Context: an optimization exercise on an open-source flow, tuned for small area. The choices shown serve that exercise and are no tape-out recipe. Only simulation tests tie the RTL to the original design; equivalence was not proved. Power is estimated from default activity; no workload was simulated.

==> run Y: inputs <==
## top
module top (
    input clk,
    input mode,
    input song,
    input plus,
    input minus,
    input rst,
    input set,
    input refer,
    input player1,
    input player2,
    output reg [8:0] rope,
    output reg [1:0] sel,
    output reg [1:0] ledr,
    output reg [1:0] ledg,
    output [1:0] ledb,
    output [3:0] ledop,
    output [7:0] segdata1,
    output [7:0] segdata0,
    output [7:0] seg,
    output [7:0] sel8,
    output reg ledplayer1,
    output reg ledplayer2,
    output reg buzzer,
    output reg round_indicator_1,
    output reg round_indicator_2
);
clock: 10.0 ns
lec_check: 0
abc_area: 1
abc_clock_period_in_ps: 1000000
cap_margin: 20
core_margin: 2
core_utilization: 60
cts_cluster_diameter: 100
cts_cluster_size: 25
place_density: 0.75
slew_margin: 20
run.sh (not shown) runs the stock make flow with config.mk's settings and CLKGATE_MAP_FILE= SYNTH_SCRIPT=/design/flow/synth_recipe.tcl, a recipe that flattens the netlist after the stock synthesis.
==> inputs of run D, as changes to run Y <==
--- a/flow/design.v
+++ b/flow/design.v
@@ -300,19 +300,19 @@
     check: ;
     default: begin
         if (p2won)      dmode <= 2'd3;
         else if (p1won) dmode <= 2'd2;
     end
     endcase
 end
 assign segdata0[7] = 1'b0;
-seg7d seg7_sd0 (.d(sd0), .s(segdata0[6:0]));
+seg7 seg7_sd0 (.d(sd0), .s(segdata0[6:0]));
 assign segdata1[7] = 1'b0;
-seg7d seg7_sd1 (.d(sd1), .s(segdata1[6:0]));
+seg7 seg7_sd1 (.d(sd1), .s(segdata1[6:0]));
 always @(posedge clk) begin
     lag1 <= st_check & win1;
     lag2 <= st_check & win2 & ~win1;
 end
 wire [3:0] d_s1 = lag1 ? score1 - 1'b1 : score1;
 wire [3:0] d_s2 = lag2 ? score2 - 1'b1 : score2;
 reg [3:0] scan_sym;
 always @(*) begin
@@ -569,38 +569,17 @@
         4'd5:  s = 7'h6d;
         4'd6:  s = 7'h7d;
         4'd7:  s = 7'h07;
         4'd8:  s = 7'h7f;
         4'd9:  s = 7'h6f;
         4'd10: s = 7'h40;
         4'd11: s = 7'h38;
         4'd12: s = 7'h79;
-        4'd13: s = 7'h00;
-        default: s = 7'bx;
-    endcase
-end
-endmodule
-module seg7d (
-    input      [3:0] d,
-    output reg [6:0] s
-);
-always @(*) begin
-    case (d)
-        4'd0:  s = 7'h3f;
-        4'd1:  s = 7'h06;
-        4'd2:  s = 7'h5b;
-        4'd3:  s = 7'h4f;
-        4'd4:  s = 7'h66;
-        4'd5:  s = 7'h6d;
-        4'd6:  s = 7'h7d;
-        4'd7:  s = 7'h07;
-        4'd8:  s = 7'h7f;
-        4'd9:  s = 7'h6f;
-        default: s = 7'bx;
+        default: s = 7'h00;
     endcase
 end
 endmodule
 module debounce (clk,rst,key,key_pulse,key_q);
 input  clk;
 input  rst;
 input  key;
 output key_pulse;
@@ -657,21 +636,19 @@
             end
             else begin
                 if (cnt2 == 0) flag <= 1'b0;
                 else           cnt2 <= cnt2 - 1'b1;
             end
         end
     end
 end
-wire eq = (cnt1 == cnt2);
-wire ge = eq | ((cnt1 != 0) & lt);
 always @(posedge clk) begin
-    lt <= ge;
-    gt <= ~ge | eq;
+    lt <= !(cnt1 < cnt2);
+    gt <= !(cnt2 < cnt1);
 end
 endmodule
 module playsongs(
     input clk,
     input rst,
     input song,
     output reg buzzer
 );
@@ -832,24 +809,24 @@
             7'd33: note = 3'd5;
             7'd34: note = 3'd1;
             default: note = 3'd0;
         endcase        default: note = 3'd0;
     endcase
 end
 always @(*) begin
     case (note)
-        3'd0: begin hlast = 8'hcf; hlast2 = 8'hcf; cishu = 5'd11; cishu_div = 5'd8; end
-        3'd1: begin hlast = 8'h15; hlast2 = 8'h15; cishu = 5'd13; cishu_div = 5'd10; end
-        3'd2: begin hlast = 8'h59; hlast2 = 8'h59; cishu = 5'd14; cishu_div = 5'd11; end
-        3'd3: begin hlast = 8'h11; hlast2 = 8'h11; cishu = 5'd16; cishu_div = 5'd12; end
-        3'd4: begin hlast = 8'hb5; hlast2 = 8'h6a; cishu = 5'd17; cishu_div = 5'd13; end
-        3'd5: begin hlast = 8'h3a; hlast2 = 8'h3a; cishu = 5'd19; cishu_div = 5'd15; end
-        3'd6: begin hlast = 8'h9c; hlast2 = 8'h9c; cishu = 5'd22; cishu_div = 5'd17; end
-        default: begin hlast = 8'h17; hlast2 = 8'h2e; cishu = 5'd24; cishu_div = 5'd19; end
+        3'd0: begin hlast = 8'd219; hlast2 = 8'd219; cishu = 5'd11; cishu_div = 5'd8; end
+        3'd1: begin hlast = 8'd228; hlast2 = 8'd228; cishu = 5'd13; cishu_div = 5'd10; end
+        3'd2: begin hlast = 8'd203; hlast2 = 8'd203; cishu = 5'd14; cishu_div = 5'd11; end
+        3'd3: begin hlast = 8'd181; hlast2 = 8'd181; cishu = 5'd16; cishu_div = 5'd12; end
+        3'd4: begin hlast = 8'd170; hlast2 = 8'd171; cishu = 5'd17; cishu_div = 5'd13; end
+        3'd5: begin hlast = 8'd152; hlast2 = 8'd152; cishu = 5'd19; cishu_div = 5'd15; end
+        3'd6: begin hlast = 8'd135; hlast2 = 8'd135; cishu = 5'd22; cishu_div = 5'd17; end
+        default: begin hlast = 8'd120; hlast2 = 8'd121; cishu = 5'd24; cishu_div = 5'd19; end
     endcase
     case (flag)
         2'd0: last = 7'd65;
         2'd1: last = 7'd47;
         2'd2: last = 7'd35;
         default: last = 7'd0;
     endcase
 end
@@ -871,17 +848,17 @@
         if (flag == 2'b11 || song) begin
             hcnt <= 0;
             ph   <= 1'b0;
             cnt1 <= 0;
             cnt2 <= 0;
         end
         else begin
             if (hend) hcnt <= 0;
-            else              hcnt <= {hcnt[6:0], ~(hcnt[7] ^ hcnt[5] ^ hcnt[4] ^ hcnt[3])};
+            else              hcnt <= hcnt + 1'b1;
             if (hend) ph <= ~ph;
             if (end0) begin
                 if (end1) cnt1 <= 0;
                 else      cnt1 <= cnt1 + 1'b1;
             end
             if (end0 && end1) begin
                 if (cnt2 == last) cnt2 <= 0;
                 else              cnt2 <= cnt2 + 1'b1;
Settings changed: ABC_AREA 1 to default, ABC_CLOCK_PERIOD_IN_PS 1000000 to default, CORE_UTILIZATION 60 to 40, CTS_CLUSTER_DIAMETER 100 to default, CTS_CLUSTER_SIZE 25 to default, PLACE_DENSITY 0.75 to 0.6.
==> inputs of run Z, as changes to run Y <==
--- a/flow/design.v
+++ b/flow/design.v
@@ -300,19 +300,19 @@
     check: ;
     default: begin
         if (p2won)      dmode <= 2'd3;
         else if (p1won) dmode <= 2'd2;
     end
     endcase
 end
 assign segdata0[7] = 1'b0;
-seg7d seg7_sd0 (.d(sd0), .s(segdata0[6:0]));
+seg7 seg7_sd0 (.d(sd0), .s(segdata0[6:0]));
 assign segdata1[7] = 1'b0;
-seg7d seg7_sd1 (.d(sd1), .s(segdata1[6:0]));
+seg7 seg7_sd1 (.d(sd1), .s(segdata1[6:0]));
 always @(posedge clk) begin
     lag1 <= st_check & win1;
     lag2 <= st_check & win2 & ~win1;
 end
 wire [3:0] d_s1 = lag1 ? score1 - 1'b1 : score1;
 wire [3:0] d_s2 = lag2 ? score2 - 1'b1 : score2;
 reg [3:0] scan_sym;
 always @(*) begin
@@ -569,38 +569,17 @@
         4'd5:  s = 7'h6d;
         4'd6:  s = 7'h7d;
         4'd7:  s = 7'h07;
         4'd8:  s = 7'h7f;
         4'd9:  s = 7'h6f;
         4'd10: s = 7'h40;
         4'd11: s = 7'h38;
         4'd12: s = 7'h79;
-        4'd13: s = 7'h00;
-        default: s = 7'bx;
-    endcase
-end
-endmodule
-module seg7d (
-    input      [3:0] d,
-    output reg [6:0] s
-);
-always @(*) begin
-    case (d)
-        4'd0:  s = 7'h3f;
-        4'd1:  s = 7'h06;
-        4'd2:  s = 7'h5b;
-        4'd3:  s = 7'h4f;
-        4'd4:  s = 7'h66;
-        4'd5:  s = 7'h6d;
-        4'd6:  s = 7'h7d;
-        4'd7:  s = 7'h07;
-        4'd8:  s = 7'h7f;
-        4'd9:  s = 7'h6f;
-        default: s = 7'bx;
+        default: s = 7'h00;
     endcase
 end
 endmodule
 module debounce (clk,rst,key,key_pulse,key_q);
 input  clk;
 input  rst;
 input  key;
 output key_pulse;
@@ -657,21 +636,19 @@
             end
             else begin
                 if (cnt2 == 0) flag <= 1'b0;
                 else           cnt2 <= cnt2 - 1'b1;
             end
         end
     end
 end
-wire eq = (cnt1 == cnt2);
-wire ge = eq | ((cnt1 != 0) & lt);
 always @(posedge clk) begin
-    lt <= ge;
-    gt <= ~ge | eq;
+    lt <= !(cnt1 < cnt2);
+    gt <= !(cnt2 < cnt1);
 end
 endmodule
 module playsongs(
     input clk,
     input rst,
     input song,
     output reg buzzer
 );
@@ -832,24 +809,24 @@
             7'd33: note = 3'd5;
             7'd34: note = 3'd1;
             default: note = 3'd0;
         endcase        default: note = 3'd0;
     endcase
 end
 always @(*) begin
     case (note)
-        3'd0: begin hlast = 8'hcf; hlast2 = 8'hcf; cishu = 5'd11; cishu_div = 5'd8; end
-        3'd1: begin hlast = 8'h15; hlast2 = 8'h15; cishu = 5'd13; cishu_div = 5'd10; end
-        3'd2: begin hlast = 8'h59; hlast2 = 8'h59; cishu = 5'd14; cishu_div = 5'd11; end
-        3'd3: begin hlast = 8'h11; hlast2 = 8'h11; cishu = 5'd16; cishu_div = 5'd12; end
-        3'd4: begin hlast = 8'hb5; hlast2 = 8'h6a; cishu = 5'd17; cishu_div = 5'd13; end
-        3'd5: begin hlast = 8'h3a; hlast2 = 8'h3a; cishu = 5'd19; cishu_div = 5'd15; end
-        3'd6: begin hlast = 8'h9c; hlast2 = 8'h9c; cishu = 5'd22; cishu_div = 5'd17; end
-        default: begin hlast = 8'h17; hlast2 = 8'h2e; cishu = 5'd24; cishu_div = 5'd19; end
+        3'd0: begin hlast = 8'd219; hlast2 = 8'd219; cishu = 5'd11; cishu_div = 5'd8; end
+        3'd1: begin hlast = 8'd228; hlast2 = 8'd228; cishu = 5'd13; cishu_div = 5'd10; end
+        3'd2: begin hlast = 8'd203; hlast2 = 8'd203; cishu = 5'd14; cishu_div = 5'd11; end
+        3'd3: begin hlast = 8'd181; hlast2 = 8'd181; cishu = 5'd16; cishu_div = 5'd12; end
+        3'd4: begin hlast = 8'd170; hlast2 = 8'd171; cishu = 5'd17; cishu_div = 5'd13; end
+        3'd5: begin hlast = 8'd152; hlast2 = 8'd152; cishu = 5'd19; cishu_div = 5'd15; end
+        3'd6: begin hlast = 8'd135; hlast2 = 8'd135; cishu = 5'd22; cishu_div = 5'd17; end
+        default: begin hlast = 8'd120; hlast2 = 8'd121; cishu = 5'd24; cishu_div = 5'd19; end
     endcase
     case (flag)
         2'd0: last = 7'd65;
         2'd1: last = 7'd47;
         2'd2: last = 7'd35;
         default: last = 7'd0;
     endcase
 end
@@ -871,17 +848,17 @@
         if (flag == 2'b11 || song) begin
             hcnt <= 0;
             ph   <= 1'b0;
             cnt1 <= 0;
             cnt2 <= 0;
         end
         else begin
             if (hend) hcnt <= 0;
-            else              hcnt <= {hcnt[6:0], ~(hcnt[7] ^ hcnt[5] ^ hcnt[4] ^ hcnt[3])};
+            else              hcnt <= hcnt + 1'b1;
             if (hend) ph <= ~ph;
             if (end0) begin
                 if (end1) cnt1 <= 0;
                 else      cnt1 <= cnt1 + 1'b1;
             end
             if (end0 && end1) begin
                 if (cnt2 == last) cnt2 <= 0;
                 else              cnt2 <= cnt2 + 1'b1;
Settings changed: ABC_AREA 1 to default, ABC_CLOCK_PERIOD_IN_PS 1000000 to default, CORE_UTILIZATION 60 to 40, CTS_CLUSTER_SIZE 25 to 30, PLACE_DENSITY 0.75 to 0.6.
==> comparison table <==
	run Z	run Y	run D
Result of the run	no timing/DRC/antenna violations	no timing/DRC/antenna violations	no timing/DRC/antenna violations
Adder and majority gate portion of the synthesized area	0.07803	0.06765	0.07803
Fraction of area in non-clock buffers	0.03541	0.03400	0.03411
Later-pin clock latency in the skew report	540 ps	530 ps	560 ps
Type of the worst setup path	flip-flop to flip-flop	flip-flop to primary output	flip-flop to flip-flop
Wire length of the first global-routing pass	70.41 mm	66.32 mm	71.78 mm
Synth-to-Final Area Change	8.534%	8.067%	12.66%
Largest vdd supply drop	0.0001497 V	0.0001846 V	0.0001332 V
Vias in the first global route	13730	14055	14031
HPWL after detailed placement	30.55 mm	29.02 mm	30.55 mm
Placed Instance Area	20280 sq um	19810 sq um	20280 sq um
Slew margin rel.	0.2316	0.3178	0.2331
Non-clock inverter count	99	344	99
Total power per unit cell area	122.5 nW/um^2	124.9 nW/um^2	147.5 nW/um^2
Largest driver fanout on the critical path	21	8	21

static timing again, ports no longer ideal:
The results above use ideal ports. As a check the final layouts listed here were re-extracted and re-timed, cells and wires unchanged.
Step 1 assumes that a clkbuf_16 drives the clock port and a buf_2 every other input.
Step 2 times the ports against the registers' clock, not the clock port: input delays grow and output delays shrink by t, the midpoint of the rising clock arrivals with the driver on.
Three values: ideal, step 1, step 2; two values: the first two.
run	t, ns	slack for setup (ns)	cell pins on the clock port's net
run Y	0.578	5.464 / 5.410 / 5.988	1
run D	0.605	5.076 / 5.076 / 5.076	1
run Z	0.583	5.043 / 5.043 / 5.043	1
After both steps every run listed still meets setup and hold.
